This is an optimization exercise on Yosys and OpenROAD, whose aim is small area, a short achievable clock period and few clock cycles, not a production implementation.
RTL that was checked went through simulation tests only; none was proved equivalent to the original.
No driver is modelled on the clock port, so clock power and skew are understated where the tree is cut down; a real chip needs a root buffer or a tree.
Power figures rest on the tool's default switching activity, not on a simulated workload.

Setup of rev 12:
==> flow/design.v <==
module performance_counter #(
    parameter COUNTER_WIDTH = 16
) (
    input  logic                        clk,
    input  logic                        rst_n,
    input  logic                        block_completed,
    output logic [COUNTER_WIDTH-1:0]    blocks_processed,
    output logic [COUNTER_WIDTH-1:0]    cycles_elapsed
);
    always_ff @(posedge clk or negedge rst_n) begin
        if (!rst_n)
            blocks_processed <= '0;
        else if (block_completed)
            blocks_processed <= blocks_processed + 1'b1;
    end
    always_ff @(posedge clk or negedge rst_n) begin
        if (!rst_n)
            cycles_elapsed <= '0;
        else
            cycles_elapsed <= cycles_elapsed + 1'b1;
    end
endmodule
module encrypt_engine #(
    parameter BLOCK_WIDTH = 32
) (
    input  logic [BLOCK_WIDTH-1:0]  data_in,
    output logic [BLOCK_WIDTH-1:0]  data_out
);
    localparam logic [8*32-1:0] KEYS = {
        32'h55555555, 32'hAAAAAAAA, 32'h76543210, 32'hFEDCBA98,
        32'h9ABCDEF0, 32'h12345678, 32'hCAFEBABE, 32'hDEADBEEF
    };
    always_comb begin
        data_out = data_in;
        for (int r = 0; r < 8; r++) begin
            data_out = data_out ^ KEYS[r*32 +: 32];
            data_out = {data_out[BLOCK_WIDTH-2:0], data_out[BLOCK_WIDTH-1]};
        end
    end
endmodule
module crypto_accelerator_top #(
    parameter BLOCK_WIDTH = 32,
    parameter COUNTER_WIDTH = 16
) (
    input  logic                        clk,
    input  logic                        rst_n,
    input  logic [BLOCK_WIDTH-1:0]      data_in,
    input  logic                        data_in_valid,
    output logic                        data_in_ready,
    output logic [BLOCK_WIDTH-1:0]      data_out,
    output logic                        data_out_valid,
    input  logic                        data_out_ready,
    output logic [COUNTER_WIDTH-1:0]    blocks_processed,
    output logic [COUNTER_WIDTH-1:0]    cycles_elapsed
);
    logic [BLOCK_WIDTH-1:0] encrypted;
    logic [BLOCK_WIDTH-1:0] skid_data;
    logic                   skid_valid;    
    logic                   in_ready;      
    logic                   out_empty;     
    logic                   out_load;
    encrypt_engine #(.BLOCK_WIDTH(BLOCK_WIDTH)) u_encrypt_engine (
        .data_in  (data_in),
        .data_out (encrypted)
    );
    assign data_in_ready = in_ready;
    assign out_load = out_empty || data_out_ready;
    always_ff @(posedge clk or negedge rst_n) begin
        if (!rst_n) begin
            data_out_valid <= 1'b0;
            out_empty      <= 1'b1;
            skid_valid     <= 1'b0;
            in_ready       <= 1'b1;
        end else if (out_load) begin
            data_out_valid <= skid_valid || data_in_valid;
            out_empty      <= !(skid_valid || data_in_valid);
            skid_valid     <= 1'b0;
            in_ready       <= 1'b1;
        end else if (!skid_valid) begin
            skid_valid     <= data_in_valid;
            in_ready       <= !data_in_valid;
        end
    end
    always_ff @(posedge clk) begin
        if (out_load)
            data_out <= skid_valid ? skid_data : encrypted;
    end
    always_ff @(posedge clk) begin
        if (!skid_valid)
            skid_data <= encrypted;
    end
    performance_counter #(.COUNTER_WIDTH(COUNTER_WIDTH)) u_performance_counter (
        .clk              (clk),
        .rst_n            (rst_n),
        .block_completed  (!out_empty && data_out_ready),
        .blocks_processed (blocks_processed),
        .cycles_elapsed   (cycles_elapsed)
    );
endmodule
clock: 6.0 ns
lec_check: 0
cap_margin: 20
core_margin: 2
core_utilization: 35
setup_slack_margin: 4
slew_margin: 20
standard.sh (not shown) runs the stock make flow with config.mk's settings and CLKGATE_MAP_FILE= SYNTH_SCRIPT=/design/flow/synth_recipe.tcl, a recipe that flattens the netlist after the stock synthesis.
==> flow/flow/run.sh <==
#!/bin/bash
# Own layout flow: the standard ORFS flow (standard.sh) with
#  - every input and output port buffered by a plain sky130_fd_sc_hd__buf_1
#    (timing repair sizes it as needed) instead of the delay buffer
#    buffer_ports picks by default;
set -euo pipefail
export BUFFER_PORTS_ARGS="-buffer_cell sky130_fd_sc_hd__buf_1"
export SETUP_MOVE_SEQUENCE="sizeup,swap"
export SKIP_GATE_CLONING=1
bash standard.sh > flow_make.log 2>&1
Testbench counts of rev 12, summed over its fixed seeds: cycles 11,071.
diff inputs: rev 12 => rev 13
--- a/flow/design.v
+++ b/flow/design.v
@@ -63,11 +63,11 @@
         .data_in  (data_in),
         .data_out (encrypted)
     );
     assign data_in_ready = in_ready;
     assign out_load = out_empty || data_out_ready;
-    always_ff @(posedge clk or negedge rst_n) begin
+    always_ff @(posedge clk) begin
         if (!rst_n) begin
             data_out_valid <= 1'b0;
             out_empty      <= 1'b1;
             skid_valid     <= 1'b0;
             in_ready       <= 1'b1;
Compared rev 12 against rev 13; adder-cell share of the synthesized area within noise.
[compare] base=rev 12 new=rev 13: part of the Yosys area used for sequential elements moved down, count of buffer and inverter cells on the critical path moved up, met3 wire length moved up, first-pass GRT wire length moved up.
Against rev 12 as the reference, rev 13 delivers a higher final routed wirelength across all metal layers.
Between rev 13 and rev 12, it is rev 13 whose relative area change from synthesis to final layout is higher, by 1.5 points.
Looking at type of the worst setup path, the flip-flop to output port result is from rev 12; the primary input to flip-flop one comes from rev 13.
Rev 12 → rev 13: latest clock arrival within the worst-skew pair essentially unchanged, total power -about 3.7%, switching power saw a decrease.
No functional check of the RTL was part of rev 13.

* * *

// crypto_accelerator_top: RTL as listed in full above, without the edits since
Settings: LEC_CHECK=0, CAP_MARGIN=20, CORE_MARGIN=2, CORE_UTILIZATION=35, SLEW_MARGIN=20; clock period 6.0 ns.
==> flow/flow/run.sh <==
#!/bin/bash
# Own layout flow: the standard ORFS flow, with every input and output port
# buffered by a plain sky130_fd_sc_hd__buf_1 (which timing repair then sizes as
# needed) instead of the delay buffer buffer_ports picks by default.
# The make output goes to flow_make.log in the work folder; each ORFS step also
# keeps its own log under orfs/logs/.
set -euo pipefail
export BUFFER_PORTS_ARGS="-buffer_cell sky130_fd_sc_hd__buf_1"
bash standard.sh > flow_make.log 2>&1
The baseline completed without violations.
Testbench counts at the start, summed over its fixed seeds: cycles 11,071.
Then changed:
--- a/flow/design.v
+++ b/flow/design.v
@@ -6,15 +6,15 @@
     input  logic                        block_completed,
     output logic [COUNTER_WIDTH-1:0]    blocks_processed,
     output logic [COUNTER_WIDTH-1:0]    cycles_elapsed
 );
-    always_ff @(posedge clk or negedge rst_n) begin
+    always_ff @(posedge clk) begin
         if (!rst_n)
             blocks_processed <= '0;
         else if (block_completed)
             blocks_processed <= blocks_processed + 1'b1;
     end
-    always_ff @(posedge clk or negedge rst_n) begin
+    always_ff @(posedge clk) begin
         if (!rst_n)
             cycles_elapsed <= '0;
         else
             cycles_elapsed <= cycles_elapsed + 1'b1;
@@ -64,9 +64,9 @@
         .data_out (encrypted)
     );
     assign data_in_ready = in_ready;
     assign out_load = out_empty || data_out_ready;
-    always_ff @(posedge clk or negedge rst_n) begin
+    always_ff @(posedge clk) begin
         if (!rst_n) begin
             data_out_valid <= 1'b0;
             out_empty      <= 1'b1;
             skid_valid     <= 1'b0;
Outcome:
- The new run finished with timing, DRC and antenna clean
- count of clock-buffer cells in the layout drops by 2
- total power drops by 13%
- hold slack stays flat
- setup slack is worse by 0.22 ns
- routed wire length climbs by 14%
- global-route usage climbs by 1.8 points
- final area barely changes
- core utilization drops by 0.17 points
- combinational power drops by 54%
- die area climbs by 0.77%
No functional check of the RTL was part of the second run of this note.

* * *

// crypto_accelerator_top: RTL as listed in full above, without the edits since
clock: 6.0 ns
lec_check: 0
cap_margin: 20
core_margin: 2
core_utilization: 35
setup_slack_margin: 4
slew_margin: 20
Scripts as last shown in full above: flow/flow/run.sh
The baseline produced a clean layout.
Testbench counts at the start, summed over its fixed seeds: cycles 11,071.
Change:
--- a/flow/design.v
+++ b/flow/design.v
@@ -52,48 +52,28 @@
     input  logic                        data_out_ready,
     output logic [COUNTER_WIDTH-1:0]    blocks_processed,
     output logic [COUNTER_WIDTH-1:0]    cycles_elapsed
 );
     logic [BLOCK_WIDTH-1:0] encrypted;
-    logic [BLOCK_WIDTH-1:0] skid_data;
-    logic                   skid_valid;    
-    logic                   in_ready;      
-    logic                   out_empty;     
-    logic                   out_load;
     encrypt_engine #(.BLOCK_WIDTH(BLOCK_WIDTH)) u_encrypt_engine (
         .data_in  (data_in),
         .data_out (encrypted)
     );
-    assign data_in_ready = in_ready;
-    assign out_load = out_empty || data_out_ready;
+    assign data_in_ready = !data_out_valid || data_out_ready;
     always_ff @(posedge clk or negedge rst_n) begin
-        if (!rst_n) begin
+        if (!rst_n)
             data_out_valid <= 1'b0;
-            out_empty      <= 1'b1;
-            skid_valid     <= 1'b0;
-            in_ready       <= 1'b1;
-        end else if (out_load) begin
-            data_out_valid <= skid_valid || data_in_valid;
-            out_empty      <= !(skid_valid || data_in_valid);
-            skid_valid     <= 1'b0;
-            in_ready       <= 1'b1;
-        end else if (!skid_valid) begin
-            skid_valid     <= data_in_valid;
-            in_ready       <= !data_in_valid;
-        end
+        else if (data_in_ready)
+            data_out_valid <= data_in_valid;
     end
     always_ff @(posedge clk) begin
-        if (out_load)
-            data_out <= skid_valid ? skid_data : encrypted;
-    end
-    always_ff @(posedge clk) begin
-        if (!skid_valid)
-            skid_data <= encrypted;
+        if (data_in_ready)
+            data_out <= encrypted;
     end
     performance_counter #(.COUNTER_WIDTH(COUNTER_WIDTH)) u_performance_counter (
         .clk              (clk),
         .rst_n            (rst_n),
-        .block_completed  (!out_empty && data_out_ready),
+        .block_completed  (data_out_valid & data_out_ready),
         .blocks_processed (blocks_processed),
         .cycles_elapsed   (cycles_elapsed)
     );
 endmodule
Outcome: Worst setup slack gets worse by 0.58 ns; via count decreases by about 21%; die area decreases by 29%; power decreases by 27%; combinational power decreases by about 19%; non-clock buffer count decreases by 2; wire length decreases by 17%; design area decreases by 23%; first-iteration DRC count decreases by about 54%; clock-buffer cell count decreases by 3; cell count decreases by about 24%; global-route usage increases by 2.1 points; critical path depth increases by 2.
Testbench counts after the change, summed over its fixed seeds: cycles 11,070.

* * *

Setup of job 9457:
RTL: one of the versions met above, not the one the previous note started from.
For scale: ~290 cells after synthesis.
==> module performance_counter, before the edit <==
module performance_counter #(
    parameter COUNTER_WIDTH = 16
) (
    input  logic                        clk,
    input  logic                        rst_n,
    input  logic                        block_completed,
    output logic [COUNTER_WIDTH-1:0]    blocks_processed,
    output logic [COUNTER_WIDTH-1:0]    cycles_elapsed
);
    always_ff @(posedge clk) begin
        if (!rst_n)
            blocks_processed <= '0;
        else if (block_completed)
            blocks_processed <= blocks_processed + 1'b1;
    end
    always_ff @(posedge clk) begin
        if (!rst_n)
            cycles_elapsed <= '0;
        else
            cycles_elapsed <= cycles_elapsed + 1'b1;
    end
endmodule
Settings: LEC_CHECK=0, CAP_MARGIN=20, CORE_MARGIN=2, CORE_UTILIZATION=35, SLEW_MARGIN=20; clock period 6.0 ns.
==> flow/flow/run.sh <==
#!/bin/bash
# Own layout flow: the standard ORFS flow (standard.sh) with
#  - every input and output port buffered by a plain sky130_fd_sc_hd__buf_1
#    (timing repair sizes it as needed) instead of the delay buffer
#    buffer_ports picks by default;
#  - ORFS's cts step replaced by flow/cts.tcl: a balanced one-level clock
#    tree (the clock port drives 4 clkbuf_16, each driving a cluster of
#    flip-flops), then setup repair aiming at REPAIR_MARGIN ns of slack;
#  - the same setup margin for the repair after global routing.
# Each step's output goes to its own log in the work folder (flow_place.log,
# flow_cts.log, flow_finish.log); ORFS's steps also keep their logs under
# orfs/logs/.
set -euo pipefail
REPAIR_MARGIN=${REPAIR_MARGIN:-4.0}
export BUFFER_PORTS_ARGS="-buffer_cell sky130_fd_sc_hd__buf_1"
bash standard.sh place > flow_place.log 2>&1
RESULTS_DIR=orfs/results/$FLOW_PLATFORM/crypto_accelerator_top/base \
PLATFORM_DIR=$FLOW_HOME/platforms/$FLOW_PLATFORM \
CTS_CLOCK_PORT=clk CTS_NBUF=4 CTS_BUF_CELL=sky130_fd_sc_hd__clkbuf_16 \
CTS_REPAIR_MARGIN=$REPAIR_MARGIN \
  openroad -no_init -exit flow/cts.tcl > flow_cts.log 2>&1
export SETUP_SLACK_MARGIN=$REPAIR_MARGIN
bash standard.sh > flow_finish.log 2>&1
Other scripts of this flow, unchanged in this note and not shown: flow/flow/cts.tcl
Inputs modified between job 9457 and job 7846:
==> flow/design.v, changed modules only <==
module performance_counter #(
    parameter COUNTER_WIDTH = 16
) (
    input  logic                        clk,
    input  logic                        rst_n,
    input  logic                        block_completed,
    output logic [COUNTER_WIDTH-1:0]    blocks_processed,
    output logic [COUNTER_WIDTH-1:0]    cycles_elapsed
);
    logic [COUNTER_WIDTH-1:0] blocks_next;
    assign blocks_next = rst_n ? blocks_processed + 1'b1 : '0;
    always_ff @(posedge clk) begin
        if (block_completed || !rst_n)
            blocks_processed <= blocks_next;
    end
    always_ff @(posedge clk or negedge rst_n) begin
        if (!rst_n)
            cycles_elapsed <= '0;
        else
            cycles_elapsed <= cycles_elapsed + 1'b1;
    end
endmodule
[summary]
The flow did not stop early for job 7846: all stages ran, and the layout cleared the timing, design-rule and antenna checks. Job 7846: routability congestion estimate higher than job 9457. Higher overall track demand over capacity in global routing among job 9457 and job 7846: job 9457. The final reports for job 7846 and job 9457 show normalized max-slew margin higher in the former. Between job 7846 and job 9457, it is job 7846 whose power density of the placed cells is higher, by about 0.8%. The higher number of buffer and inverter stages on the critical path of job 9457 and job 7846 is in job 9457. Of job 9457 and job 7846, the run reporting the higher total placed cells including tap cells was job 9457. The total routed wirelength of job 7846 falls short of that of job 9457 by about 0.9%.
No run of this note included a check of the RTL's function; only the layout flow was run. No run of this note takes its clock network from TritonCTS; it comes from the design's own scripts or RTL.

[port drivers added, routing unchanged]
The results above use ideal ports. As a check the final layouts listed here were re-extracted and re-timed, cells and wires unchanged.
Step 1 sets driving cells, clkbuf_16 on the clock port and buf_2 on the other inputs (assumed; they add their load-dependent delay and slew).
Step 2 also shifts input and output timing later by t, the mid clock arrival at the registers, as if the neighbouring blocks saw the same clock.
a / b / c = no drivers / after step 1 / after step 2; a / b = the first two.
run	t (ns)	setup WS [ns]	worst setup path after step 2
rev 12	0.375	3.808 / 3.775 / 3.731	input to register
rev 13	0.375	3.737 / 3.713 / 3.338	input to register
the first run of note 2	0.381	3.752 / 3.718 / 3.479	input to register
the second run of note 2	0.384	3.536 / 3.544 / 3.161	input to register
the first run of note 3	0.373	3.815 / 3.781 / 3.678	input to register
the second run of note 3	0.351	3.230 / 3.191 / 3.191	input to output
job 9457	0.231	3.808 / 3.845 / 3.614	input to register
job 7846	0.232	4.019 / 3.941 / 3.897	input to register
After both steps setup and hold are still met in every run listed. For rev 13, which loses most, drivers alone change the setup slack by -0.024 ns; drivers and shift together by -0.399 ns.
